This design comes from an exercise in tuning for small area on the open sky130 flow, not from production work.
At most, simulation tests tie the RTL to the original design; equivalence was not proved.
Function not checked in runs 4 and 5: the RTL went through the layout flow alone.
No driver is modelled on the clock port, so clocking that relies on it looks cheaper here than on a real chip.
Power is estimated from default activity; no workload was simulated.

==> flow/design.v, too long to show whole: its modules and the start of the top module <==
// module ksum: 935 lines
// module apb_convolver: 165 lines
module apb_convolver(
    input  logic                      HCLK,
    input  logic                      HRESETn,
    input  logic               [11:0] PADDR,
    input  logic               [31:0] PWDATA,
    input  logic                      PWRITE,
    input  logic                      PSEL,
    input  logic                      PENABLE,
    output logic               [31:0] PRDATA,
    output logic                      PREADY,
    output logic                      PSLVERR,
    output logic               [3:0]  irq_o,
    output logic                      mem_wen_n,
    output logic               [10:0] mem_addr,
    output logic               [31:0] mem_wdata,
    input  logic               [31:0] mem_rdata
    );
  // ...
==> flow/flow/run.sh <==
#!/bin/bash
# Own layout flow, built on the standard ORFS flow (standard.sh):
#  1. the standard synthesis (standard.sh synth, synth_recipe.tcl), with only the ABC
#     mapping script replaced by flow/abc.script (area-oriented mapping); the registers are
#     mapped before ABC runs, so they are the standard synthesis's registers;
#  2. flow/polarity.py rewrites the synthesised netlist's inverters: full adders are
#     self-dual and many gates have a complementary cell, so it picks their polarities to
#     need fewer inverters (registers and the logic function are unchanged);
#  3. the standard floorplan and placement, with port buffers of sky130_fd_sc_hd__buf_1
#     (instead of clkdlybuf4s50_1);
#  5. the rest of the standard flow.
# Each tool's full output goes to a log file of its own in the work folder (flow_*.log);
# ORFS's per-step logs are under orfs/logs/.
set -euo pipefail
RES=orfs/results/${FLOW_PLATFORM}/apb_convolver/base
LIB=${FLOW_HOME}/platforms/${FLOW_PLATFORM}/lib/sky130_fd_sc_hd__tt_025C_1v80.lib
BP="BUFFER_PORTS_ARGS=-buffer_cell sky130_fd_sc_hd__buf_1"

# synthesis: the standard synthesis script, with only its ABC mapping script replaced
# by flow/abc.script (area-oriented mapping); registers are mapped before ABC runs, so they
# are the standard synthesis's registers.
sed "s#log_cmd abc {\*}\$abc_args#lset abc_args [expr {[lsearch \$abc_args -script] + 1}] $PWD/flow/abc.script\n  log_cmd abc {*}\$abc_args#" \
  ${FLOW_HOME}/scripts/synth.tcl > synth_own.tcl
sed "s#source \$::env(SCRIPTS_DIR)/synth.tcl#source $PWD/synth_own.tcl#" synth_recipe.tcl > synth_recipe_own.tcl
bash standard.sh "SYNTH_SCRIPT=$PWD/synth_recipe_own.tcl" synth > flow_synth.log 2>&1
cp ${RES}/1_2_yosys.v ${RES}/1_2_yosys.standard.v
python3 flow/polarity.py ${RES}/1_2_yosys.standard.v ${RES}/1_2_yosys.pol.v ${LIB} > flow_polarity.log 2>&1
cp ${RES}/1_2_yosys.pol.v ${RES}/1_2_yosys.v
rm -f ${RES}/1_synth.odb ${RES}/1_synth.sdc

bash standard.sh "$BP" place > flow_place.log 2>&1

BASE="-sink_clustering_enable -repair_clock_nets -dont_use_dummy_load"
TRIALS=(
  "-buf_list sky130_fd_sc_hd__clkbuf_4 -sink_clustering_size 8 -sink_clustering_max_diameter 80"
  "-buf_list sky130_fd_sc_hd__clkbuf_4 -sink_clustering_size 10 -sink_clustering_max_diameter 60"
  "-buf_list sky130_fd_sc_hd__clkbuf_4 -sink_clustering_size 8 -sink_clustering_max_diameter 60"
  "-buf_list sky130_fd_sc_hd__clkbuf_8 -sink_clustering_size 14 -sink_clustering_max_diameter 60"
  "-buf_list sky130_fd_sc_hd__clkbuf_4 -sink_clustering_size 10 -sink_clustering_max_diameter 35"
  "-buf_list sky130_fd_sc_hd__clkbuf_8 -sink_clustering_size 10 -sink_clustering_max_diameter 60"
)
best_args="$BASE -buf_list sky130_fd_sc_hd__clkbuf_4"
best_area=1e9
: > flow_cts_trials.log
for i in "${!TRIALS[@]}"; do
  args="$BASE ${TRIALS[$i]}"
  line=$(CTS_TRY_ARGS="$args" CTS_TRY_ODB=${RES}/3_place.odb CTS_TRY_SDC=${RES}/3_place.sdc \
         openroad -no_init -exit flow/cts_trial.tcl 2>&1 | tee -a flow_cts_trials.log | grep CTS_TRIAL || true)
  echo "trial $i: $args -> $line" >> flow_cts_trials.log
  area=$(echo "$line" | awk '{print $3}'); slew=$(echo "$line" | awk '{print $5}')
  if [[ -n "$area" && -n "$slew" ]] && awk -v s="$slew" -v a="$area" -v b="$best_area" 'BEGIN{exit !(s < 0.108 && a < b)}'; then
    best_area=$area; best_args="$args"
  fi
done
echo "chosen: $best_args (clock cells $best_area um2)" >> flow_cts_trials.log

bash standard.sh "$BP" "CTS_ARGS=$best_args" finish > flow_layout.log 2>&1
==> flow/flow/abc.script <==
strash
ifraig
dch -f
amap -m -F 4 -A 8
topo
==> flow/flow/cts_trial.tcl <==
# Trial clock tree on the placed design: prints the clock cells' area and the largest
# slew at a register clock pin. Reads CTS_TRY_ARGS, CTS_TRY_ODB, CTS_TRY_SDC from the environment.
set P $::env(FLOW_HOME)/platforms/$::env(FLOW_PLATFORM)
read_lef $P/lef/sky130_fd_sc_hd.tlef
read_lef $P/lef/sky130_fd_sc_hd_merged.lef
read_liberty $P/lib/sky130_fd_sc_hd__tt_025C_1v80.lib
read_db $::env(CTS_TRY_ODB)
read_sdc $::env(CTS_TRY_SDC)
source $P/setRC.tcl
clock_tree_synthesis {*}$::env(CTS_TRY_ARGS)
set_propagated_clock [all_clocks]
estimate_parasitics -placement
set a 0
foreach inst [get_cells *] {
  set m [get_property $inst ref_name]
  if {[string match "*clkbuf*" $m] || [string match "*clkinv*" $m]} {
    set a [expr {$a + [get_property [get_lib_cells */$m] area]}]
  }
}
set mx 0
foreach pin [get_pins -hierarchical */CLK] {
  set s [get_property $pin slew_max]
  if {$s > $mx} { set mx $s }
}
puts "CTS_TRIAL area $a slew $mx"
==> flow/flow/polarity.py <==
#!/usr/bin/env python3
"""Inverter-polarity optimisation of a flat sky130hd gate netlist written by Yosys.

Two kinds of cell may change the polarity of what they drive:
  - a full adder (fa) is self-dual, FA(~a,~b,~c) = (~sum, ~cout), so it may be
    "flipped": fed the complements of its inputs it drives the complements of
    its outputs;
  - a simple gate may be swapped for its complementary cell (nand2 <-> and2,
    xnor2 <-> xor2, a21oi <-> a21o, mux2i <-> mux2, ...), which has the same
    inputs and drives the complement of the output.
All of the netlist's inverters (except any that drive an output port) are
removed, a polarity is chosen for every such cell by simulated annealing to
minimise (inverter area + swapped-cell area change), and one inverter is put
back for every signal whose complement is still needed. The function of every
output and register input is unchanged; registers are untouched.

usage: polarity2.py IN.v OUT.v [LIBERTY]
"""
import re, sys, random, math
from collections import defaultdict

P = "sky130_fd_sc_hd__"
INV = P + "inv_1"
LIB = sys.argv[3] if len(sys.argv) > 3 else \
    "/OpenROAD-flow-scripts/flow/platforms/sky130hd/lib/sky130_fd_sc_hd__tt_025C_1v80.lib"
PAIRS = [("nand2_1", "Y", "and2_1", "X"), ("nand2_1", "Y", "and2_0", "X"),
         ("nor2_1", "Y", "or2_1", "X"), ("nor2_1", "Y", "or2_0", "X"),
         ("nand3_1", "Y", "and3_1", "X"), ("nor3_1", "Y", "or3_1", "X"),
         ("nand4_1", "Y", "and4_1", "X"), ("nor4_1", "Y", "or4_1", "X"),
         ("xnor2_1", "Y", "xor2_1", "X"),
         ("a21oi_1", "Y", "a21o_1", "X"), ("o21ai_0", "Y", "o21a_1", "X"),
         ("o21ai_1", "Y", "o21a_1", "X"),
         ("a22oi_1", "Y", "a22o_1", "X"), ("o22ai_1", "Y", "o22a_1", "X"),
         ("a211oi_1", "Y", "a211o_1", "X"), ("o211ai_1", "Y", "o211a_1", "X"),
         ("a31oi_1", "Y", "a31o_1", "X"), ("o31ai_1", "Y", "o31a_1", "X"),
         ("a2bb2oi_1", "Y", "a2bb2o_1", "X"), ("o2bb2ai_1", "Y", "o2bb2a_1", "X"),
         ("a21boi_0", "Y", "a21bo_1", "X"), ("o21bai_1", "Y", "o21ba_1", "X"),
         ("mux2i_1", "Y", "mux2_1", "X")]
SWAP = {}
for a, pa, b, pb in PAIRS:
    SWAP.setdefault(P + a, (P + b, pa, pb))
    SWAP.setdefault(P + b, (P + a, pb, pa))
AREA = {}
_n = None
for l in open(LIB):
    mm = re.match(r'\s*cell\s*\(\s*"?(\w+)"?\s*\)', l)
    if mm:
        _n = mm.group(1)
    mm = re.match(r'\s*area\s*:\s*([\d.]+)', l)
    if mm and _n:
        AREA[_n] = float(mm.group(1)); _n = None
INV_AREA = AREA[INV]

src = open(sys.argv[1]).read()
m = re.search(r"^module\s+(\w+)\s*\((.*?)\);", src, re.S | re.M)
head_end = m.end()
endm = src.rindex("endmodule")
body = src[head_end:endm]
inst_re = re.compile(r"^\s*(sky130_fd_sc_hd__\w+)\s+(\S+)\s*\((.*?)\);\s*$", re.S | re.M)
pin_re = re.compile(r"\.(\w+)\(\s*(.*?)\s*\)\s*(?:,|$)", re.S)
cells = []
for im in inst_re.finditer(body):
    cells.append([im.group(1), im.group(2), [(p, n.strip()) for p, n in pin_re.findall(im.group(3))]])
first_inst = inst_re.search(body).start()
decls = body[:first_inst]
assert inst_re.sub("", body[first_inst:]).strip() == ""
port_dir = {}
for d, rng, names in re.findall(r"^\s*(input|output|inout)\s+(\[[^\]]*\])?\s*([^;]+);", decls, re.M):
    for n in names.split(","):
        port_dir[n.strip()] = d
def port_kind(net):
    return port_dir.get(net.split("[")[0].strip())

OUTPINS = {"X", "Y", "Q", "Q_N", "SUM", "COUT", "HI", "LO", "GCLK"}
def is_const(n):
    return n == "" or n.startswith("1'b") or n.startswith("'")

inv_of = {}
n_inv = 0
for c in cells:
    if c[0].startswith(P + "inv_") or c[0].startswith(P + "clkinv_"):
        n_inv += 1
        pins = dict(c[2])
        if port_kind(pins["Y"]) != "output":
            inv_of[pins["Y"]] = pins["A"]
def root(net):
    par = 0
    while net in inv_of:
        net = inv_of[net]; par ^= 1
    return net, par
def removed(c):
    return (c[0].startswith(P + "inv_") or c[0].startswith(P + "clkinv_")) and dict(c[2])["Y"] in inv_of

# nodes: fa cells (flip inputs and outputs) and swappable gates (flip output)
is_fa = {}
node_out = {}      # cell idx -> list of output nets
drv_node = {}      # net -> cell idx whose polarity sets it
swap_gain = {}     # cell idx -> area change when flipped
for i, c in enumerate(cells):
    typ = c[0]
    if typ.startswith(P + "fa_"):
        outs = [n for p, n in c[2] if p in ("SUM", "COUT")]
        if any(port_kind(n) == "output" for n in outs):
            continue
        is_fa[i] = True
        node_out[i] = outs
        swap_gain[i] = 0.0
    elif typ in SWAP:
        outs = [n for p, n in c[2] if p in OUTPINS]
        if len(outs) != 1 or port_kind(outs[0]) == "output":
            continue
        is_fa[i] = False
        node_out[i] = outs
        swap_gain[i] = AREA[SWAP[typ][0]] - AREA[typ]
    else:
        continue
    for n in node_out[i]:
        drv_node[n] = i
nodes = list(node_out)

uses = defaultdict(list)    # root -> [(cell idx, parity)]
in_roots = defaultdict(set)
for i, c in enumerate(cells):
    if removed(c):
        continue
    for p, n in c[2]:
        if p in OUTPINS or is_const(n):
            continue
        r, par = root(n)
        uses[r].append((i, par))
        if is_fa.get(i):
            in_roots[i].add(r)
flip = defaultdict(int)
def need(r):
    ph = flip[drv_node[r]] if r in drv_node else 0
    for i, par in uses[r]:
        if par ^ (flip[i] if is_fa.get(i) else 0) ^ ph:
            return 1
    return 0
touch = {i: set(node_out[i]) | in_roots[i] for i in nodes}
def local(i):
    return sum(need(r) for r in touch[i]) * INV_AREA + (swap_gain[i] if flip[i] else 0.0)
cost = sum(need(r) for r in uses) * INV_AREA
start = cost
random.seed(1)
best = cost; best_flip = dict(flip)
T = 2.0
steps = 200 * len(nodes)
for s in range(steps):
    T = 2.0 * (1 - s / steps) + 0.01
    i = random.choice(nodes)
    c0 = local(i)
    flip[i] ^= 1
    d = local(i) - c0
    if d <= 0 or random.random() < math.exp(-d / T):
        cost += d
        if cost < best - 1e-9:
            best = cost; best_flip = dict(flip)
    else:
        flip[i] ^= 1
flip = defaultdict(int, best_flip)
improved = True
while improved:
    improved = False
    for i in nodes:
        c0 = local(i); flip[i] ^= 1
        if local(i) < c0 - 1e-9:
            improved = True
        else:
            flip[i] ^= 1
ninv = sum(need(r) for r in uses)
dswap = sum(swap_gain[i] for i in nodes if flip[i])
sys.stderr.write(f"polarity: {n_inv} inverters in, {ninv} out; {sum(1 for i in nodes if flip[i] and is_fa[i])} fa flipped, "
                 f"{sum(1 for i in nodes if flip[i] and not is_fa[i])} gates swapped (area {dswap:+.1f}); "
                 f"net area change {(ninv - n_inv) * INV_AREA + dswap:+.1f} um2\n")

newdecl, inv_net = [], {}
def comp_net(r):
    if r not in inv_net:
        nn = f"_pol{len(inv_net) + 1}_"
        inv_net[r] = nn
        newdecl.append(f"  wire {nn};\n")
    return inv_net[r]
out_cells = []
for i, c in enumerate(cells):
    if removed(c):
        continue
    typ, name, pl = c
    if flip[i] and not is_fa.get(i, True):
        newtyp, oldpin, newpin = SWAP[typ]
        typ = newtyp
        pl = [(newpin if p == oldpin else p, n) for p, n in pl]
    npl = []
    for p, n in pl:
        if p in OUTPINS or is_const(n):
            npl.append((p, n)); continue
        r, par = root(n)
        ph = flip[drv_node[r]] if r in drv_node else 0
        q = par ^ (flip[i] if is_fa.get(i) else 0) ^ ph
        npl.append((p, comp_net(r) if q else r))
    out_cells.append((typ, name, npl))
for k, (r, nn) in enumerate(inv_net.items()):
    ph = flip[drv_node[r]] if r in drv_node else 0
    out_cells.append((INV, f"_polinv{k + 1}_", [("A", r), ("Y", nn)]))
def esc(n):
    return n + " " if n.startswith("\\") else n
def fmt(c):
    typ, name, pl = c
    return f"  {typ} {esc(name)} (\n" + ",\n".join(f"    .{p}({esc(n)})" for p, n in pl) + "\n  );\n"
open(sys.argv[2], "w").write(src[:head_end] + decls + "".join(newdecl) + "".join(fmt(c) for c in out_cells) + src[endm:])
==> flow/standard.sh <==
#!/bin/bash
# synth_recipe.tcl (not shown) runs the flow's synth.tcl, then flattens the netlist and writes it again
# the make line also repeats each setting of config.mk as NAME=value (left out here)
make -C /OpenROAD-flow-scripts/flow DESIGN_CONFIG=/design/flow/config.mk WORK_HOME=/design/flow/orfs CLKGATE_MAP_FILE= SYNTH_SCRIPT=/design/flow/synth_recipe.tcl "${@:-finish}"
==> flow/config.mk <==
export PLATFORM = sky130hd
export DESIGN_NAME = apb_convolver
export DESIGN_NICKNAME = apb_convolver
export VERILOG_FILES = /design/flow/design.v
export SDC_FILE = /design/flow/constraint.sdc
export NUM_CORES = 4
export LEC_CHECK = 0
export ABC_AREA = 1
export CAP_MARGIN = 20
export CORE_MARGIN = 2
export CORE_UTILIZATION = 50
export SLEW_MARGIN = 20
==> flow/constraint.sdc <==
create_clock -name core_clock -period 10.0 [get_ports {HCLK}]
set_input_delay 2.0000 -clock core_clock [delete_from_list [all_inputs] [get_ports {HCLK}]]
set_output_delay 2.0000 -clock core_clock [all_outputs]
set_load 0.01 [all_outputs]
==> flow_summary.yaml, run 1 <==
pwr:
  p_sw_frac: 0.348
  comb_cell_power_w: 0.00109
  comb_power_share: 0.365
  peakVddDrop_v: 0.0000844
grt:
  grt_pass1_vias: 12362
  grt_use_met1: 0.389
critical_path:
  end_kind: "register"
  worstSetupStartpointType: "register"
  cp-endpoint: "acc_up[12]"
  cp_max_fo: 22
  cp.arrival_ns: 10.25
  cp_top_family: "adder cells"
final_layout:
  nFillCells: 2900
  layout_common_cells: "nor2_1 (311), fa_1 (284), edfxtp_1 (176)"
  clock_buffers: 39
  bufAreaShareNonClock: 0.0551
  final_area_um2: 19100
place:
  place.gp.congestion: 0.919
detailed_routing:
  finalWirelength_mm: 48.6
  met3_length_mm: 4.32
  vias: 11815
  ant_nets: 0
timing:
  finalHoldViolCount: 0
  clock_skew_ns: 0.0599
  maxSlewViolCount: 0
clocking:
  clk_latency_ns: 0.66
  cts_made_buffers: 39
die:
  initial_core_util: 0.510
  io-pin-count: 163
  row_count: 67
  dieArea_um2: 35900
outcome:
  status: "complete, no violations"
yosys:
  postSynthCellCount: 1274
worst_hold_path:
  hp-class: "register to register"
==> module apb_convolver, before the edit <==
module apb_convolver(
    input  logic                      HCLK,
    input  logic                      HRESETn,
    input  logic               [11:0] PADDR,
    input  logic               [31:0] PWDATA,
    input  logic                      PWRITE,
    input  logic                      PSEL,
    input  logic                      PENABLE,
    output logic               [31:0] PRDATA,
    output logic                      PREADY,
    output logic                      PSLVERR,
    output logic               [3:0]  irq_o,
    output logic                      mem_wen_n,
    output logic               [10:0] mem_addr,
    output logic               [31:0] mem_wdata,
    input  logic               [31:0] mem_rdata
    );
    logic [2:0] rel_addr;
    assign rel_addr = PADDR[4:2];
    assign PREADY  = 1'b1;
    assign PSLVERR = 1'b0;
    assign irq_o   = 4'b0;
    logic wensel, shift, setup_in, display, clc, addr_increment;
    assign wensel         = PWRITE & PENABLE & PSEL;
    assign shift          = wensel & (rel_addr == 3'd3);
    assign setup_in       = PSEL & ~PENABLE & PWRITE & (rel_addr == 3'd3);
    assign display        = wensel & (rel_addr == 3'd4) &  PWDATA[0];
    assign clc            = wensel & (rel_addr == 3'd4) & ~PWDATA[0];
    assign addr_increment = ~PWRITE & PENABLE & PSEL & rel_addr[2];
    localparam logic [1:0] RESET = 2'd0, CALC = 2'd1, DISPLAY = 2'd2;
    logic [1:0]  state, next_state;
    logic [10:0] address, next_address;
    logic [4:0]  counter, next_counter;
    logic        WRITEn;
    logic [31:0] qw1, qw2, qw3, q_inp, h1, h2, q_out;
    logic        q_0, q_1, q_2, q_3, q_4, pa;
    always_ff @(posedge HCLK, negedge HRESETn)
        if (~HRESETn) begin
            q_out <= '0;
            q_0 <= 1'b0; q_1 <= 1'b0; q_2 <= 1'b0; q_3 <= 1'b0; q_4 <= 1'b0; pa <= 1'b0;
        end else begin
            if (q_4) q_out <= mem_rdata;
            q_0 <= shift;
            q_1 <= q_0;
            q_2 <= q_1 && (counter >= 5'd3) && (counter <= 5'd28);
            q_3 <= rel_addr[2];
            q_4 <= q_3;
            pa  <= setup_in;
        end
    always_comb begin
        case (rel_addr)
            3'd0: PRDATA = qw1;
            3'd1: PRDATA = qw2;
            3'd2: PRDATA = qw3;
            3'd3: PRDATA = q_inp;
            3'd5: PRDATA = q_out;
            default: PRDATA = 32'b0;
        endcase
    end
    logic stale;
    always_ff @(posedge HCLK, negedge HRESETn)
        if (~HRESETn) stale <= 1'b1;
        else          stale <= 1'b0;
    logic [31:0] wdata;
    assign wdata = PWDATA & {32{~stale}};
    logic [31:0] qw1n, qw2n, qw3n;
    assign qw1 = ~qw1n;
    assign qw2 = ~qw2n;
    assign qw3 = ~qw3n;
    always_ff @(posedge HCLK) begin
        if (stale || (wensel && rel_addr == 3'd0)) qw1n <= ~wdata;
        if (stale || (wensel && rel_addr == 3'd1)) qw2n <= ~wdata;
        if (stale || (wensel && rel_addr == 3'd2)) qw3n <= ~wdata;
        if (stale || shift)                        q_inp <= wdata;
    end
    always_ff @(posedge HCLK)
        if (shift) begin
            h1 <= q_inp;
            h2 <= h1;
        end
    always_ff @(posedge HCLK, negedge HRESETn)
        if (~HRESETn) begin
            state   <= RESET;
            address <= '0;
            counter <= '0;
        end else begin
            state   <= next_state;
            address <= next_address;
            counter <= next_counter;
        end
    always_comb begin
        WRITEn       = 1'b1;
        next_address = address;
        next_counter = counter;
        next_state   = state;
        case (state)
            RESET: begin
                WRITEn = 1'b0;
                next_address = address + 1'b1;
                if (address == 11'd338) begin
                    next_state   = CALC;
                    next_address = '0;
                end
            end
            CALC: begin
                WRITEn = ~q_2;
                if (q_2)
                    next_address = address + 1'b1;
                else if (shift)
                    next_counter = (counter == 5'd28) ? 5'd1 : counter + 1'b1;
                else if (display) begin
                    next_address = '0;
                    next_state   = DISPLAY;
                    next_counter = '0;
                end
            end
            DISPLAY: begin
                if (addr_increment)
                    next_address = address + 1'b1;
                else if (clc) begin
                    next_address = '0;
                    next_state   = CALC;
                end
            end
            default: ;
        endcase
    end
    assign mem_wen_n = WRITEn;
    assign mem_addr  = address;
    logic ph0;
    assign ph0 = ~(pa | q_0 | q_1 | stale);
    logic [1:0] dC [4], dB [4], dA [4];    
    always_comb
        for (int k = 0; k < 4; k++) begin
            dC[k] = ({2{ph0}} & PWDATA[8*k+0 +: 2]) | ({2{pa}} & PWDATA[8*k+2 +: 2])
                  | ({2{q_0}} & q_inp[8*k+4 +: 2])  | ({2{q_1}} & q_inp[8*k+6 +: 2]);
            dB[k] = ({2{ph0}} & q_inp[8*k+0 +: 2])  | ({2{pa}} & q_inp[8*k+2 +: 2])
                  | ({2{q_0}} & h1[8*k+4 +: 2])     | ({2{q_1}} & h1[8*k+6 +: 2]);
            dA[k] = ({2{ph0}} & h1[8*k+0 +: 2])     | ({2{pa}} & h1[8*k+2 +: 2])
                  | ({2{q_0}} & h2[8*k+4 +: 2])     | ({2{q_1}} & h2[8*k+6 +: 2]);
        end
    logic [13:0] acc_up, acc_lo, nx_up, nx_lo;
    logic [1:0]  sv_up, sv_lo;
    logic [11:0] fb_up, fb_lo;
    assign fb_up = ph0 ? 12'd0 : acc_up[13:2];
    assign fb_lo = ph0 ? 12'd0 : acc_lo[13:2];
    ksum k_up (.a(fb_up), .s(nx_up),
        .w0(qw1[7:0]), .d0(dC[3]), .w1(qw1[15:8]), .d1(dB[3]), .w2(qw1[23:16]), .d2(dA[3]),
        .w3(qw2[7:0]), .d3(dC[2]), .w4(qw2[15:8]), .d4(dB[2]), .w5(qw2[23:16]), .d5(dA[2]),
        .w6(qw3[7:0]), .d6(dC[1]), .w7(qw3[15:8]), .d7(dB[1]), .w8(qw3[23:16]), .d8(dA[1]));
    ksum k_lo (.a(fb_lo), .s(nx_lo),
        .w0(qw1[7:0]), .d0(dC[2]), .w1(qw1[15:8]), .d1(dB[2]), .w2(qw1[23:16]), .d2(dA[2]),
        .w3(qw2[7:0]), .d3(dC[1]), .w4(qw2[15:8]), .d4(dB[1]), .w5(qw2[23:16]), .d5(dA[1]),
        .w6(qw3[7:0]), .d6(dC[0]), .w7(qw3[15:8]), .d7(dB[0]), .w8(qw3[23:16]), .d8(dA[0]));
    always_ff @(posedge HCLK, negedge HRESETn)
        if (~HRESETn) begin
            acc_up <= '0; acc_lo <= '0; sv_up <= '0; sv_lo <= '0;
        end else begin
            acc_up <= nx_up;
            acc_lo <= nx_lo;
            sv_up  <= acc_up[1:0];
            sv_lo  <= acc_lo[1:0];
        end
    assign mem_wdata = {acc_up, sv_up, acc_lo, sv_lo};
endmodule
==> run 2: changes to the inputs <==
--- a/flow/design.v
+++ b/flow/design.v
@@ -964,7 +964,2 @@
     assign addr_increment = ~PWRITE & PENABLE & PSEL & rel_addr[2];
-    localparam logic [1:0] RESET = 2'd0, CALC = 2'd1, DISPLAY = 2'd2;
-    logic [1:0]  state, next_state;
-    logic [10:0] address, next_address;
-    logic [4:0]  counter, next_counter;
-    logic        WRITEn;
     logic [31:0] qw1, qw2, qw3, q_inp, h1, h2, q_out;
@@ -1015,2 +1010,7 @@
         end
+    localparam logic [1:0] RESET = 2'd0, CALC = 2'd1, DISPLAY = 2'd2;
+    logic [1:0]  state, next_state;
+    logic [10:0] address, next_address;
+    logic [4:0]  counter, next_counter;
+    logic        WRITEn;
     always_ff @(posedge HCLK, negedge HRESETn)
--- a/flow/config.mk
+++ b/flow/config.mk
@@ -10,3 +10,3 @@
 export CORE_MARGIN = 2
-export CORE_UTILIZATION = 50
+export CORE_UTILIZATION = 60
 export SLEW_MARGIN = 20
==> run 2 against run 1 <==
Still clean on timing, DRC and antenna. Utilization grew 11 points. Final cell count decreased by 3.8%. Hold slack lost 0.0060 ns. Design area fell by 0.44%. First-iteration DRC count grew 17%. Die area shrank 16%. Maximum frequency grew 1.8%. Clock-buffer cell count increased by 1. Synthesized cell count decreased by 0.16%. Largest cell class unchanged.
==> flow_summary.yaml, run 2 <==
timing:
  slew_headroom: 0.205
  setup_tns_ns: 0
  setup_ws_ns: 0.471
  rsz0062_at_grt: "false"
  finalHoldViolCount: 0
  finalCritPeriodShare: 0.953
  fin_crit_ns: 9.53
  hold_ws_ns: 0.357
  worst_pin_slew_ns: 1.19
  clock_skew_ns: 0.0386
  finalSetupViolCount: 0
  maxSlewViolCount: 0
  max_freq_mhz: 105
grt:
  gr-total-overflow: 0
  grt_pass1_wl_mm: 73.3
  antenna_found_initial: 1
  grtUsageTotal: 0.330
  grt_pass1_vias: 12383
  grt_start_max_net_pins: 54
clocking:
  cts_made_buffers: 40
  postCtsSetupRepairBufs: 0
  clk_latency_ns: 0.67
  cts.sinks: 265
  cts_hold_buf: 0
  post_cts_resized: 0
  cts_tree: "built"
  path_clk_slew_ns: 0.09
die:
  die_y_um: 173
  die_w_um: 173
  initial_core_util: 0.613
  row_count: 61
  dieArea_um2: 30000
  io-pin-count: 163
  core_um2: 28000
final_layout:
  final_common_cell: "nor2_1"
  layout_common_cells: "nor2_1 (308), fa_1 (284), edfxtp_1 (176)"
  final_nets: 1920
  drive_above_1_share: 0.0719
  fin_util: 0.680
  areaGrowthSynthToFinish_pct: 10.9
  stdcell_count: 1896
place:
  dp_cells: 1855
  place.gp.congestion: 0.907
  place_hpwl_mm: 35.4
  portBuffers: 147
  dp_worst_setup_slack_ns: -0.219
detailed_routing:
  vias: 11961
  ant_nets: 0
  drc_errors: 0
  viasPerCell: 6.31
  post_drt_wl_per_cell_um: 25.1
  drt_first_iter_violations: 1359
  finalWirelength_mm: 47.6
  first_pass_iters: 8
worst_hold_path:
  hp-class: "register to register"
critical_path:
  end_kind: "register"
  worstPathRequired_ns: 10.54
  cp_max_fo: 12
  path_class: "input port to register"
  worstSetupStartpointType: "input port"
  cp.arrival_ns: 10.07
pwr:
  powerDensity_nw_per_um2: 158
  leakage_nw: 8.18
  peakVddDrop_v: 0.000106
job:
  maxCapViolCount: 0
yosys:
  syn_avg_cell_area_um2: 13.5
  postSynthCellCount: 1272
  netlist_area_um2: 17200
  ys_warn_count: 7
outcome:
  status: "complete, no violations"
## run 2: critical path: stages
cell      delay [ns]
buf_1           0.09
a222oi_1        0.42
buf_4           0.19
o21a_1          0.25
buf_4           0.27
nor2_1          0.07
ha_1            0.32
fa_1            0.49
fa_1            0.58
fa_1            0.45
fa_1            0.57
fa_1            0.45
fa_1            0.46
fa_1            0.40
fa_1            0.42
fa_1            0.40
fa_1            0.39
fa_1            0.41
fa_1            0.40
fa_1            0.39
fa_1            0.37
ha_1            0.27
## run 2: final timing paths
check	endpoint	slack, ns	cells after the start	start
max in group asynchronous	state[1]	7.50	2	HRESETn
min in group asynchronous	acc_lo[0]	1.33	1	HRESETn
min reg2reg	q_4	0.36	0	q_3
min	q_4	0.36	0	q_3
max reg2reg	acc_lo[12]	0.50	21	q_0
max	acc_lo[12]	0.47	22	PWDATA[11]
## run 2: report_power, final
part	switching [W]	internal (W)	leakage [nW]
Combinational	0.000612	0.000483	5.39
Sequential	0.0000680	0.00129	2.61
Clock	0.000367	0.000183	0.184
## run 2: layout make-up
type / instances / area (um^2)
diodes: 1 / 2.50
fillers: 2095 / 8970
inverters: 70 / 263
multi-input cells: 936 / 9450
well taps: 378 / 473
repair buffers: 206 / 1040
flip-flops and latches: 265 / 7510
clock buffers: 40 / 300
## run 2: per-layer routing
layer  vias to the layer above  global-route usage  part of all wire
met5                         -                   0                 0
met1                      6108               0.462              0.37
li1                       4970                   -                 -
met4                         0               0.130             0.045
met2                       754               0.531              0.49
met3                       129              0.0500             0.096
## run 2: through the flow
stage,total power [W],instance area (um^2)
final,0.00300,19000
after CTS,0.00304,19000
after global routing,0.00322,19000
after global placement,0.00245,18700
after detailed placement,0.00249,18700
after floorplan,0.00212,17200
==> run 3: changes to the inputs <==
--- a/flow/design.v
+++ b/flow/design.v
@@ -964,2 +964,7 @@
     assign addr_increment = ~PWRITE & PENABLE & PSEL & rel_addr[2];
+    localparam logic [1:0] RESET = 2'd0, CALC = 2'd1, DISPLAY = 2'd2;
+    logic [1:0]  state, next_state;
+    logic [10:0] address, next_address;
+    logic [4:0]  counter, next_counter;
+    logic        WRITEn;
     logic [31:0] qw1, qw2, qw3, q_inp, h1, h2, q_out;
@@ -1010,7 +1015,2 @@
         end
-    localparam logic [1:0] RESET = 2'd0, CALC = 2'd1, DISPLAY = 2'd2;
-    logic [1:0]  state, next_state;
-    logic [10:0] address, next_address;
-    logic [4:0]  counter, next_counter;
-    logic        WRITEn;
     always_ff @(posedge HCLK, negedge HRESETn)
==> run 3 against run 2 <==
Still clean on timing, DRC and antenna. Flip-flop and latch count stayed put. Clock-buffer cell count unchanged. Clock skew increased by 0.0044 ns. Routed wire length grew 0.79%. Utilization shrank 0.067 points. Hold slack better by 0.016 ns. Die area about the same. Via count fell by 0.26%. Power decreased by 0.22%. Synthesized cell count increased by 0.16%. Global-route usage up 0.28 points. Worst setup slack better by 0.10 ns. Critical path type unchanged. Critical endpoint unchanged. Highest routed layer is now met5.
==> flow_summary.yaml, run 3 <==
final_layout:
  stdcell_count: 1898
  final_common_cell: "nor2_1"
  nFillCells: 2161
  areaGrowthSynthToFinish_pct: 10.8
  multi_input_area_um2: 9440
  fin_util: 0.679
  layout_common_cells: "nor2_1 (311), fa_1 (284), edfxtp_1 (176)"
  drive_above_1_share: 0.0711
  final_nets: 1922
  seq_area_um2: 7510
  final_area_um2: 19000
detailed_routing:
  routed-wl-met2_mm: 23.0
  met1_length_mm: 18.2
  ant_nets: 0
  finalWirelength_mm: 47.9
  first_pass_iters: 9
  dr.max_layer_used: "met5"
  viasPerCell: 6.29
  drc_errors: 0
  post_drt_wl_per_cell_um: 25.3
  vias: 11930
  drt_first_iter_violations: 1279
  met3_length_mm: 4.21
grt:
  grtUsageTotal: 0.333
  antenna_found_initial: 2
  grt_pass1_wl_mm: 73.1
  grt_pass1_vias: 12263
  grt_start_max_net_pins: 52
  gr-total-overflow: 0
die:
  initial_core_util: 0.613
  io-pin-count: 163
  die_w_um: 173
  row_count: 61
  core_um2: 28000
  die_y_um: 173
  dieArea_um2: 30000
yosys:
  syn_avg_cell_area_um2: 13.5
  netlist_area_um2: 17200
  ys_warn_count: 7
  postSynthCellCount: 1274
timing:
  worst_pin_slew_ns: 0.741
  slew_headroom: 0.501
  fin_crit_ns: 9.43
  finalHoldViolCount: 0
  rsz0062_at_grt: "false"
  clock_skew_ns: 0.0430
  finalSetupViolCount: 0
  finalCritPeriodShare: 0.943
  setup_ws_ns: 0.571
  max_freq_mhz: 106
  maxSlewViolCount: 0
critical_path:
  end_kind: "register"
  cp_slowest_cell: "fa_1"
  worstSetupStartpointType: "input port"
  cp_max_fo: 4
  path_cells: "buf_1 -> a222oi_1 -> o21a_1 -> nor2_1 -> fa_1 -> fa_1 -> fa_1 -> fa_1 -> fa_1 -> fa_1 -> fa_1 -> fa_1 -> fa_1 -> fa_1 -> fa_1 -> fa_1 -> fa_1 -> fa_1 -> fa_1 -> ha_1"
  path_class: "input port to register"
  worstPathRequired_ns: 10.54
  cp.arrival_ns: 9.97
  path_common_cell: "fa_1"
  crit_buf_inv: 1
  cp_top_family: "adder cells"
  max_stage_delay_ns: 0.59
place:
  place.gp.congestion: 0.919
  dp_cells: 1857
  place_hpwl_mm: 35.8
  dp_worst_setup_slack_ns: -0.160
  portBuffers: 147
  placed_area_um2: 18700
clocking:
  cts_tree: "built"
  post_cts_resized: 0
  clk_latency_ns: 0.66
  path_clk_slew_ns: 0.09
  cts_hold_buf: 0
  cts.sinks: 265
  postCtsSetupRepairBufs: 0
  cts_made_buffers: 40
worst_hold_path:
  hp-class: "register to register"
outcome:
  status: "complete, no violations"
pwr:
  peakVddDrop_v: 0.000106
  power_w: 0.00299
  powerDensity_nw_per_um2: 157
  leakage_nw: 8.15
job:
  maxCapViolCount: 0
-- run 3: path summary, 6_finish.rpt --
kind,cells past startpoint,slack [ns],endpoint,start
worst max-delay path,20,0.57,acc_lo[12],PWDATA[18]
worst min-delay path,0,0.37,sv_up[1],acc_up[1]
worst max register to register,21,0.60,acc_lo[12],stale
worst min register to register,0,0.37,sv_up[1],acc_up[1]
max in group asynchronous,2,7.47,q_out[18],HRESETn
min in group asynchronous,1,1.37,sv_lo[0],HRESETn
-- run 3: per-layer routing --
| layer | global-route usage | vias to the layer above |
|---|---|---|
| li1 | - | 4958 |
| met1 | 0.464 | 6121 |
| met2 | 0.527 | 724 |
| met3 | 0.0484 | 125 |
| met4 | 0.154 | 2 |
| met5 | 0 | - |
-- run 3: area by class of cell --
class / count / share of cell area
timing repair buffer: 206 / 0.0542
antenna: 1 / 0.000132
sequential: 265 / 0.395
multi-input combinational: 938 / 0.496
inverter: 70 / 0.0138
tap: 378 / 0.0249
clock buffer: 40 / 0.0158
-- run 3: power by group --
group	switching [W]	internal, W
combinational	0.000610	0.000482
sequential	0.0000705	0.00129
clock	0.000360	0.000184
-- run 3: metrics by stage --
stage / hold WS (ns) / TNS (ns)
floorplan: 0.331 / 0
global placement: 0.333 / -0.127
detailed placement: 0.361 / -0.413
CTS: 0.377 / 0
global route: 0.392 / 0
finish: 0.373 / 0
==> run 4: changes to the inputs <==
--- a/flow/design.v
+++ b/flow/design.v
@@ -964,9 +964,4 @@
     assign addr_increment = ~PWRITE & PENABLE & PSEL & rel_addr[2];
-    localparam logic [1:0] RESET = 2'd0, CALC = 2'd1, DISPLAY = 2'd2;
-    logic [1:0]  state, next_state;
-    logic [10:0] address, next_address;
-    logic [4:0]  counter, next_counter;
-    logic        WRITEn;
     logic [31:0] qw1, qw2, qw3, q_inp, h1, h2, q_out;
-    logic        q_0, q_1, q_2, q_3, q_4, pa;
+    logic        q_0, q_1, q_2, q_3, q_4, pa, ph0;
     always_ff @(posedge HCLK, negedge HRESETn)
@@ -974,3 +969,3 @@
             q_out <= '0;
-            q_0 <= 1'b0; q_1 <= 1'b0; q_2 <= 1'b0; q_3 <= 1'b0; q_4 <= 1'b0; pa <= 1'b0;
+            q_0 <= 1'b0; q_1 <= 1'b0; q_2 <= 1'b0; q_3 <= 1'b0; q_4 <= 1'b0; pa <= 1'b0; ph0 <= 1'b0;
         end else begin
@@ -983,2 +978,3 @@
             pa  <= setup_in;
+            ph0 <= ~(setup_in | shift | q_0);    
         end
@@ -1015,2 +1011,7 @@
         end
+    localparam logic [1:0] RESET = 2'd0, CALC = 2'd1, DISPLAY = 2'd2;
+    logic [1:0]  state, next_state;
+    logic [10:0] address, next_address;
+    logic [4:0]  counter, next_counter;
+    logic        WRITEn;
     always_ff @(posedge HCLK, negedge HRESETn)
@@ -1064,4 +1065,2 @@
     assign mem_addr  = address;
-    logic ph0;
-    assign ph0 = ~(pa | q_0 | q_1 | stale);
     logic [1:0] dC [4], dB [4], dA [4];    
==> run 4 against run 3 <==
Via count grew 0.49%. Sequential power about the same. Still clean. Synthesized cell count is 0.86% higher. Design area increased by 0.61%. Clock skew is 0.012 ns lower. Critical path depth grew 1. Non-clock buffer count is 7 higher. Critical path type unchanged. Global-route usage up 0.44 points. Clock power shrank 2%.
==> flow_summary.yaml, run 4 <==
clocking:
  cts.sinks: 266
  post_cts_resized: 0
  cts_tree: "built"
  path_clk_slew_ns: 0.10
  cts_made_buffers: 39
  cts_hold_buf: 0
  postCtsSetupRepairBufs: 0
  clk_latency_ns: 0.66
critical_path:
  cp_top_family: "adder cells"
  worstSetupStartpointType: "input port"
  max_stage_delay_ns: 0.59
  cp.arrival_ns: 10.00
  worstPathRequired_ns: 10.52
  crit_buf_inv: 2
  path_common_cell: "fa_1"
  path_class: "input port to register"
  end_kind: "register"
  cp_max_fo: 4
  cp_slowest_cell: "fa_1"
  path_cells: "buf_1 -> a222oi_1 -> a21boi_0 -> buf_4 -> nor2_1 -> fa_1 -> fa_1 -> fa_1 -> fa_1 -> fa_1 -> fa_1 -> fa_1 -> fa_1 -> fa_1 -> fa_1 -> fa_1 -> fa_1 -> fa_1 -> fa_1 -> fa_1 -> ha_1"
yosys:
  postSynthCellCount: 1285
  syn_avg_cell_area_um2: 13.4
  ys_warn_count: 7
  netlist_area_um2: 17200
outcome:
  status: "complete, no violations"
pwr:
  peakVddDrop_v: 0.000118
  powerDensity_nw_per_um2: 161
  leakage_nw: 8.20
timing:
  finalSetupViolCount: 0
  finalHoldViolCount: 0
  setup_tns_ns: 0
  hold_ws_ns: 0.367
  max_freq_mhz: 106
  clock_skew_ns: 0.0308
  worst_pin_slew_ns: 0.970
  finalCritPeriodShare: 0.947
  fin_crit_ns: 9.47
  rsz0062_at_grt: "false"
  slew_headroom: 0.352
  maxSlewViolCount: 0
final_layout:
  layout_common_cells: "nor2_1 (299), fa_1 (284), edfxtp_1 (176)"
  areaGrowthSynthToFinish_pct: 11.0
  nFillCells: 2253
  drive_above_1_share: 0.0762
  final_common_cell: "nor2_1"
  final_nets: 1939
die:
  dieArea_um2: 30100
  io-pin-count: 163
  initial_core_util: 0.606
  die_y_um: 174
  row_count: 62
  die_w_um: 174
  core_um2: 28500
worst_hold_path:
  hp-class: "register to register"
grt:
  gr-total-overflow: 0
  antenna_found_initial: 1
  grt_start_max_net_pins: 57
  grtUsageTotal: 0.337
  grt_pass1_wl_mm: 74.1
  grt_pass1_vias: 12548
detailed_routing:
  first_pass_iters: 5
  viasPerCell: 6.24
  ant_nets: 0
  drc_errors: 0
  drt_first_iter_violations: 1367
  finalWirelength_mm: 48.1
  vias: 11988
  post_drt_wl_per_cell_um: 25.1
place:
  place_hpwl_mm: 35.5
  place.gp.congestion: 0.944
  portBuffers: 147
job:
  maxCapViolCount: 0
## run 4: changes by cell type in the layout (fill, tap and decap cells not counted), sizes merged, moves of 2 or more
cell    delta
o21a       -8
o31ai      -2
nor3       -2
nor4       -2
nand2b    +17
buf        +7
nor2      -12
a21boi     +8
nand2     +10
and2      -15
a211oi     -3
inv       +10
a31oi      +6
## run 4: stage by stage
stage	std cells	instance area (um^2)	total power (W)	setup WS (ns)	utilization
floorplan	1290	17300	0.00217	-0.00101	-
global placement	1881	18800	0.00256	-0.154	0.662
detailed placement	1881	18800	0.00260	-0.199	0.662
CTS	1920	19100	0.00313	0.483	0.672
global route	1921	19100	0.00333	0.318	0.672
finish	1921	19100	0.00309	0.525	0.672
## run 4: layout make-up
| type | count | area (um^2) | share of cell area |
|---|---|---|---|
| antenna | 1 | 2.50 | 0.000131 |
| clock buffer | 39 | 293 | 0.0153 |
| tap | 384 | 480 | 0.0251 |
| sequential | 266 | 7540 | 0.394 |
| timing repair buffer | 213 | 1080 | 0.0562 |
| inverter | 80 | 300 | 0.0157 |
| multi-input combinational | 938 | 9450 | 0.494 |
## run 4: layer usage
metal / vias up / share of wire / track usage
li1: 5007 / - / -
met1: 6073 / 0.38 / 0.468
met2: 758 / 0.47 / 0.534
met3: 150 / 0.10 / 0.0621
met4: 0 / 0.052 / 0.144
met5: - / 0 / 0
## run 4: final timing paths
kind | startpoint | slack (ns) | end | cells past startpoint
min in group asynchronous | HRESETn | 1.31 | acc_lo[2] | 1
worst max-delay path | PWDATA[24] | 0.53 | acc_up[12] | 21
worst min-delay path | q_3 | 0.37 | q_4 | 0
worst min register to register | q_3 | 0.37 | q_4 | 0
max in group asynchronous | HRESETn | 7.47 | address[8] | 2
worst max register to register | q_0 | 0.59 | acc_up[12] | 22
## run 4: worst register-to-register path, stage by stage (launching register included)
cell      delay, ns
dfrtp_1        0.70
buf_4          0.35
a222oi_1       0.21
a21boi_1       0.19
buf_4          0.31
nor2_1         0.10
fa_1           0.47
fa_1           0.58
fa_1           0.45
fa_1           0.51
fa_1           0.58
fa_1           0.45
fa_1           0.45
fa_1           0.38
fa_1           0.42
fa_1           0.42
fa_1           0.41
fa_1           0.40
fa_1           0.44
fa_1           0.40
fa_1           0.40
fa_1           0.38
ha_1           0.27
## run 4: report_power, final
part / total [W] / internal [W] / switching [W]
clock: 0.000535 / 0.000179 / 0.000356
combinational: 0.00119 / 0.000523 / 0.000663
sequential: 0.00137 / 0.00130 / 0.0000689
total: 0.00309 / 0.00200 / 0.00109
==> run 5: changes to the inputs <==
--- a/flow/design.v
+++ b/flow/design.v
@@ -965,9 +965,9 @@
     logic [31:0] qw1, qw2, qw3, q_inp, h1, h2, q_out;
-    logic        q_0, q_1, q_2, q_3, q_4, pa, ph0;
+    logic        q_0, q_1, q_2, q_3, q_4, pa, qv, ph0;
     always_ff @(posedge HCLK, negedge HRESETn)
         if (~HRESETn) begin
-            q_out <= '0;
+            qv    <= 1'b0;
             q_0 <= 1'b0; q_1 <= 1'b0; q_2 <= 1'b0; q_3 <= 1'b0; q_4 <= 1'b0; pa <= 1'b0; ph0 <= 1'b0;
         end else begin
-            if (q_4) q_out <= mem_rdata;
+            if (q_4) qv <= 1'b1;
             q_0 <= shift;
@@ -986,3 +986,3 @@
             3'd3: PRDATA = q_inp;
-            3'd5: PRDATA = q_out;
+            3'd5: PRDATA = qv ? q_out : 32'b0;
             default: PRDATA = 32'b0;
@@ -1007,2 +1007,4 @@
     always_ff @(posedge HCLK)
+        if (q_4) q_out <= mem_rdata;
+    always_ff @(posedge HCLK)
         if (shift) begin
==> run 5 against run 4 <==
First-iteration DRC count up 11%. Clock power up 4%. Maximum frequency down 2.3%. Synthesized area down 0.64%. Largest cell class unchanged.
==> flow_summary.yaml, run 5 <==
critical_path:
  path_class: "register to register"
  cp.arrival_ns: 10.24
  r2r-end: "acc_lo[12]"
  worstSetupStartpointType: "register"
  reg2regPathDepth: 22
  path_cells: "buf_4 -> a222oi_1 -> a21boi_0 -> buf_4 -> nor2_1 -> fa_1 -> fa_1 -> fa_1 -> fa_1 -> fa_1 -> fa_1 -> fa_1 -> fa_1 -> fa_1 -> fa_1 -> fa_1 -> fa_1 -> fa_1 -> fa_1 -> fa_1 -> fa_1 -> ha_1"
  cp_max_fo: 20
  end_kind: "register"
  worstPathRequired_ns: 10.54
  setup.worst_path.start: "pa"
  cp-endpoint: "acc_lo[12]"
  cp_slowest_cell: "dfrtp_1"
  path_common_cell: "fa_1"
  rrSetupSlack_ns: 0.30
  r2r-start: "pa"
  max_stage_delay_ns: 0.70
detailed_routing:
  met3_length_mm: 6.23
  drt_first_iter_violations: 1521
  viasPerCell: 6.28
  drc_errors: 0
  ant_nets: 0
  finalWirelength_mm: 51.0
  vias: 11918
  dr.max_layer_used: "met4"
  post_drt_wl_per_cell_um: 26.9
  met1_length_mm: 19.0
  first_pass_iters: 9
  routed-wl-met2_mm: 23.3
die:
  io-pin-count: 163
  dieArea_um2: 29900
  die_y_um: 173
  initial_core_util: 0.613
  core_um2: 27900
  row_count: 61
  die_w_um: 173
yosys:
  postSynthCellCount: 1251
  ys_warn_count: 7
  syn_avg_cell_area_um2: 13.7
  netlist_area_um2: 17100
clocking:
  cts_made_buffers: 40
  cts_tree: "built"
  path_clk_slew_ns: 0.09
  cts_hold_buf: 0
  post_cts_resized: 0
  cts.sinks: 267
  postCtsSetupRepairBufs: 0
  clk_latency_ns: 0.69
grt:
  antenna_found_initial: 3
  grt_pass1_vias: 12849
  grt_start_max_net_pins: 52
  grtUsageTotal: 0.356
  gr-total-overflow: 0
  grt_pass1_wl_mm: 77.9
pwr:
  powerDensity_nw_per_um2: 165
  leakage_nw: 8.14
  peakVddDrop_v: 0.000126
final_layout:
  final_area_um2: 19100
  layout_common_cells: "nor2_1 (305), fa_1 (284), edfxtp_1 (208)"
  stdcell_count: 1897
  final_common_cell: "nor2_1"
  areaGrowthSynthToFinish_pct: 11.7
  final_nets: 1919
  drive_above_1_share: 0.0844
timing:
  setup_tns_ns: 0
  slew_headroom: 0.278
  maxSlewViolCount: 0
  rsz0062_at_grt: "false"
  fin_crit_ns: 9.70
  finalHoldViolCount: 0
  hold_ws_ns: 0.355
  worst_pin_slew_ns: 1.08
  clock_skew_ns: 0.0810
  max_freq_mhz: 103
  finalCritPeriodShare: 0.970
  finalSetupViolCount: 0
place:
  place.gp.congestion: 0.969
  placed_area_um2: 18800
  dp_cells: 1854
  place_hpwl_mm: 38.3
  portBuffers: 147
outcome:
  status: "complete, no violations"
job:
  maxCapViolCount: 0
worst_hold_path:
  hp-class: "register to register"
[run 5: layout make-up]
| cell class | instances | area (um^2) |
|---|---|---|
| fillers | 2121 | 8790 |
| well taps | 378 | 473 |
| diodes | 3 | 7.51 |
| clock buffers | 40 | 300 |
| multi-input cells | 907 | 9150 |
| repair buffers | 226 | 1200 |
| inverters | 76 | 285 |
| flip-flops and latches | 267 | 7720 |
[run 5: critical path, delay by kind of cell (launching register included)]
| kind | cells | cell delay [ns] |
|---|---|---|
| compound gates | 2 | 0.68 |
| flops | 1 | 0.70 |
| fa+ha+maj | 17 | 7.61 |
| simple gates | 1 | 0.06 |
| buf+inv | 2 | 0.52 |
[run 5: where the power goes]
part	internal [W]	switching, W	total (W)
Combinational	0.000532	0.000697	0.00123
Sequential	0.00132	0.0000669	0.00138
Clock	0.000184	0.000371	0.000554
Total	0.00203	0.00113	0.00317
[run 5: metal layers]
metal / GRT usage / vias up
met3: 0.106 / 153
met5: 0 / -
met2: 0.544 / 780
li1: - / 4896
met4: 0.155 / 0
met1: 0.483 / 6089
[run 5: stage by stage]
stage               worst slack [ns]  total power, W  utilization
global placement              -0.298         0.00261        0.674
detailed placement            -0.399         0.00264        0.674
global route                 0.00592         0.00338        0.685
finish                         0.298         0.00317        0.685
floorplan                   -0.00101         0.00217            -
CTS                            0.327         0.00319        0.685
[run 5: worst min-delay path by stage]
stage / start / endpoint / slack, ns / cells past startpoint
floorplan: q_3 / q_4 / 0.33 / 0
global placement: q_3 / q_4 / 0.33 / 0
detailed placement: q_3 / q_4 / 0.33 / 0
CTS: q_3 / q_4 / 0.36 / 0
global route: q_3 / q_4 / 0.37 / 0
finish: q_3 / q_4 / 0.36 / 0
==> run 6: changes to the inputs <==
--- a/flow/design.v
+++ b/flow/design.v
@@ -965,3 +965,3 @@
     logic [31:0] qw1, qw2, qw3, q_inp, h1, h2, q_out;
-    logic        q_0, q_1, q_2, q_3, q_4, pa, qv, ph0;
+    logic        q_0, q_1, q_2, q_3, q_4, pa, qv;
     always_ff @(posedge HCLK, negedge HRESETn)
@@ -969,3 +969,3 @@
             qv    <= 1'b0;
-            q_0 <= 1'b0; q_1 <= 1'b0; q_2 <= 1'b0; q_3 <= 1'b0; q_4 <= 1'b0; pa <= 1'b0; ph0 <= 1'b0;
+            q_0 <= 1'b0; q_1 <= 1'b0; q_2 <= 1'b0; q_3 <= 1'b0; q_4 <= 1'b0; pa <= 1'b0;
         end else begin
@@ -978,3 +978,2 @@
             pa  <= setup_in;
-            ph0 <= ~(setup_in | shift | q_0);    
         end
@@ -1067,2 +1066,4 @@
     assign mem_addr  = address;
+    logic ph0;
+    assign ph0 = ~(pa | q_0 | q_1 | stale);
     logic [1:0] dC [4], dB [4], dA [4];    
==> run 6 against run 5 <==
Critical path type unchanged. Synthesized area is 0.31% lower. Critical path depth is 1 lower. Clock power is 1% lower.
==> flow_summary.yaml, run 6 <==
detailed_routing:
  viasPerCell: 6.37
  ant_nets: 0
  finalWirelength_mm: 51.6
  post_drt_wl_per_cell_um: 27.5
  vias: 11938
  first_pass_iters: 8
  drc_errors: 0
  drt_first_iter_violations: 1454
critical_path:
  cp.arrival_ns: 10.24
  end_kind: "register"
  reg2regPathDepth: 21
  cp_max_fo: 20
  r2r-end: "acc_up[12]"
  path_cells: "buf_4 -> a222oi_1 -> a21boi_1 -> nor2_1 -> fa_1 -> fa_1 -> fa_1 -> fa_1 -> fa_1 -> fa_1 -> fa_1 -> fa_1 -> fa_1 -> fa_1 -> fa_1 -> fa_1 -> fa_1 -> fa_1 -> fa_1 -> fa_1 -> ha_1"
  cp_slowest_cell: "a21boi_1"
  worstPathRequired_ns: 10.49
  max_stage_delay_ns: 0.65
  rrSetupSlack_ns: 0.25
  worstSetupStartpointType: "register"
  path_class: "register to register"
  path_common_cell: "fa_1"
  r2r-start: "q_0"
clocking:
  postCtsSetupRepairBufs: 0
  cts_made_buffers: 40
  cts.sinks: 266
  cts_hold_buf: 0
  clk_latency_ns: 0.69
  path_clk_slew_ns: 0.09
  cts_tree: "built"
grt:
  grt_pass1_wl_mm: 77.7
  grtUsageTotal: 0.357
  antenna_found_initial: 1
  grt_start_max_net_pins: 59
  gr-total-overflow: 0
  grt_pass1_vias: 12321
timing:
  fin_crit_ns: 9.75
  maxSlewViolCount: 0
  finalSetupViolCount: 0
  finalCritPeriodShare: 0.975
  rsz0062_at_grt: "false"
  finalHoldViolCount: 0
  setup_ws_ns: 0.249
  worst_pin_slew_ns: 0.962
  clock_skew_ns: 0.0990
  max_freq_mhz: 103
  slew_headroom: 0.359
place:
  portBuffers: 147
  placed_area_um2: 18700
  place.gp.congestion: 0.963
  dp_cells: 1833
  dp_worst_setup_slack_ns: -0.311
  place_hpwl_mm: 38.9
worst_hold_path:
  min_path_cells: 0
  hold_start: "q_3"
  worstHoldEndpoint: "q_4"
  hp-class: "register to register"
die:
  initial_core_util: 0.612
  die_w_um: 173
  row_count: 61
  io-pin-count: 163
  core_um2: 27900
  dieArea_um2: 29800
  die_y_um: 173
yosys:
  postSynthCellCount: 1242
  syn_avg_cell_area_um2: 13.8
  ys_warn_count: 7
  netlist_area_um2: 17100
final_layout:
  drive_above_1_share: 0.0803
  layout_common_cells: "nor2_1 (309), fa_1 (284), edfxtp_1 (208)"
  areaGrowthSynthToFinish_pct: 11.6
  nFillCells: 2144
  final_area_um2: 19100
  final_nets: 1898
  final_common_cell: "nor2_1"
  stdcell_count: 1874
  seq_area_um2: 7700
  multi_input_area_um2: 9200
outcome:
  status: "complete, no violations"
pwr:
  leakage_nw: 8.12
  powerDensity_nw_per_um2: 161
  peakVddDrop_v: 0.000119
job:
  maxCapViolCount: 0
## run 6: cell types whose count changed in the layout (fill, tap and decap cells not counted), sizes merged, moves of 4 or more
cell,before,now
o21a,1,9
a21boi,24,16
nand2,39,32
and2,0,16
nor2,306,310
nand2b,17,0
inv,76,68
buf,226,214
## run 6: worst max-delay path by stage
stage	cells after the start	end	slack, ns	from
global route	21	acc_lo[12]	0.007	q_0
finish	21	acc_up[12]	0.25	q_0
CTS	21	acc_up[12]	0.20	q_1
global placement	21	acc_up[12]	-0.30	PWDATA[26]
floorplan	20	acc_lo[12]	0.21	pa
detailed placement	21	acc_up[12]	-0.31	PWDATA[26]
## run 6: worst max-delay path, delay by kind of cell (launching register included)
kind            cells  cell delay (ns)
fa+ha+maj          17             7.61
compound gates      2             1.00
flops               1             0.51
buf+inv             1             0.28
simple gates        1             0.13
## run 6: what timing repair did
action / in CTS / in global routing
cloned: 0 / 0
endpoints found under the setup margin: 1 / 2
gates resized for setup: 1 / 4
## run 6: layer usage
metal | track usage | vias to the layer above | routed length (um)
li1 | - | 4860 | -
met1 | 0.507 | 6168 | 20000
met2 | 0.566 | 782 | 24500
met3 | 0.0631 | 128 | 4960
met4 | 0.133 | 0 | 2150
met5 | 0 | - | 0
## run 6: where the power goes
part / switching (W) / internal [W] / leakage (nW)
registers: 0.0000697 / 0.00131 / 2.57
logic: 0.000652 / 0.000489 / 5.37
clock network: 0.000363 / 0.000184 / 0.184
total: 0.00108 / 0.00198 / 8.12
## run 6: metrics by stage
| stage | util | total power [W] | hold WS (ns) | TNS [ns] |
|---|---|---|---|---|
| 2_1_floorplan | - | 0.00212 | 0.331 | 0 |
| 3_3_place_gp | 0.671 | 0.00250 | 0.332 | -0.792 |
| 3_5_place_dp | 0.671 | 0.00256 | 0.336 | -0.947 |
| 4_1_cts | 0.681 | 0.00310 | 0.366 | 0 |
| 5_1_grt | 0.682 | 0.00329 | 0.384 | 0 |
| 6_report | 0.682 | 0.00306 | 0.375 | 0 |
## run 6: area by class of cell
| type | instances | share of cell area |
|---|---|---|
| antenna | 1 | 0.000131 |
| clock buffer | 40 | 0.0158 |
| inverter | 68 | 0.0134 |
| multi-input combinational | 907 | 0.483 |
| sequential | 266 | 0.404 |
| tap | 378 | 0.0248 |
| timing repair buffer | 214 | 0.0593 |

==> afterwards: timing with drivers on the ports <==
No port has a modelled driver above. Below, the same layouts with a new extraction and two added sets of constraints.
Step 1 (the two cells are an assumption about what drives the block):
set clk [get_ports {HCLK}]
set_driving_cell -lib_cell sky130_fd_sc_hd__clkbuf_16 $clk
set_driving_cell -lib_cell sky130_fd_sc_hd__buf_2 [delete_from_list [all_inputs] $clk]
Step 2, shift: input delay + t, output delay - t, t = (earliest + latest rising clock arrival at the registers) / 2. This alone moves slack from input paths to output paths.
Slacks: ideal ports / drivers / drivers and shift; pairs: ideal ports / drivers.
run | shift t [ns] | slack for setup (ns) | slew at the worst register clock pin (ns)
run 1 | 0.696 | 0.295 / 0.295 / -0.182 | 0.10 / 0.10
run 2 | 0.701 | 0.471 / 0.471 / -0.230 | 0.10 / 0.10
run 3 | 0.689 | 0.571 / 0.589 / -0.099 | 0.10 / 0.10
run 4 | 0.698 | 0.525 / 0.551 / -0.146 | 0.10 / 0.10
run 5 | 0.694 | 0.298 / 0.298 / -0.355 | 0.11 / 0.11
run 6 | 0.694 | 0.249 / 0.249 / -0.319 | 0.10 / 0.10
Met with ideal ports but missed after step 2: setup timing in every run listed. The setup slack of run 2, which loses most, moves by 0.000 ns with the drivers and by -0.701 ns with both steps.
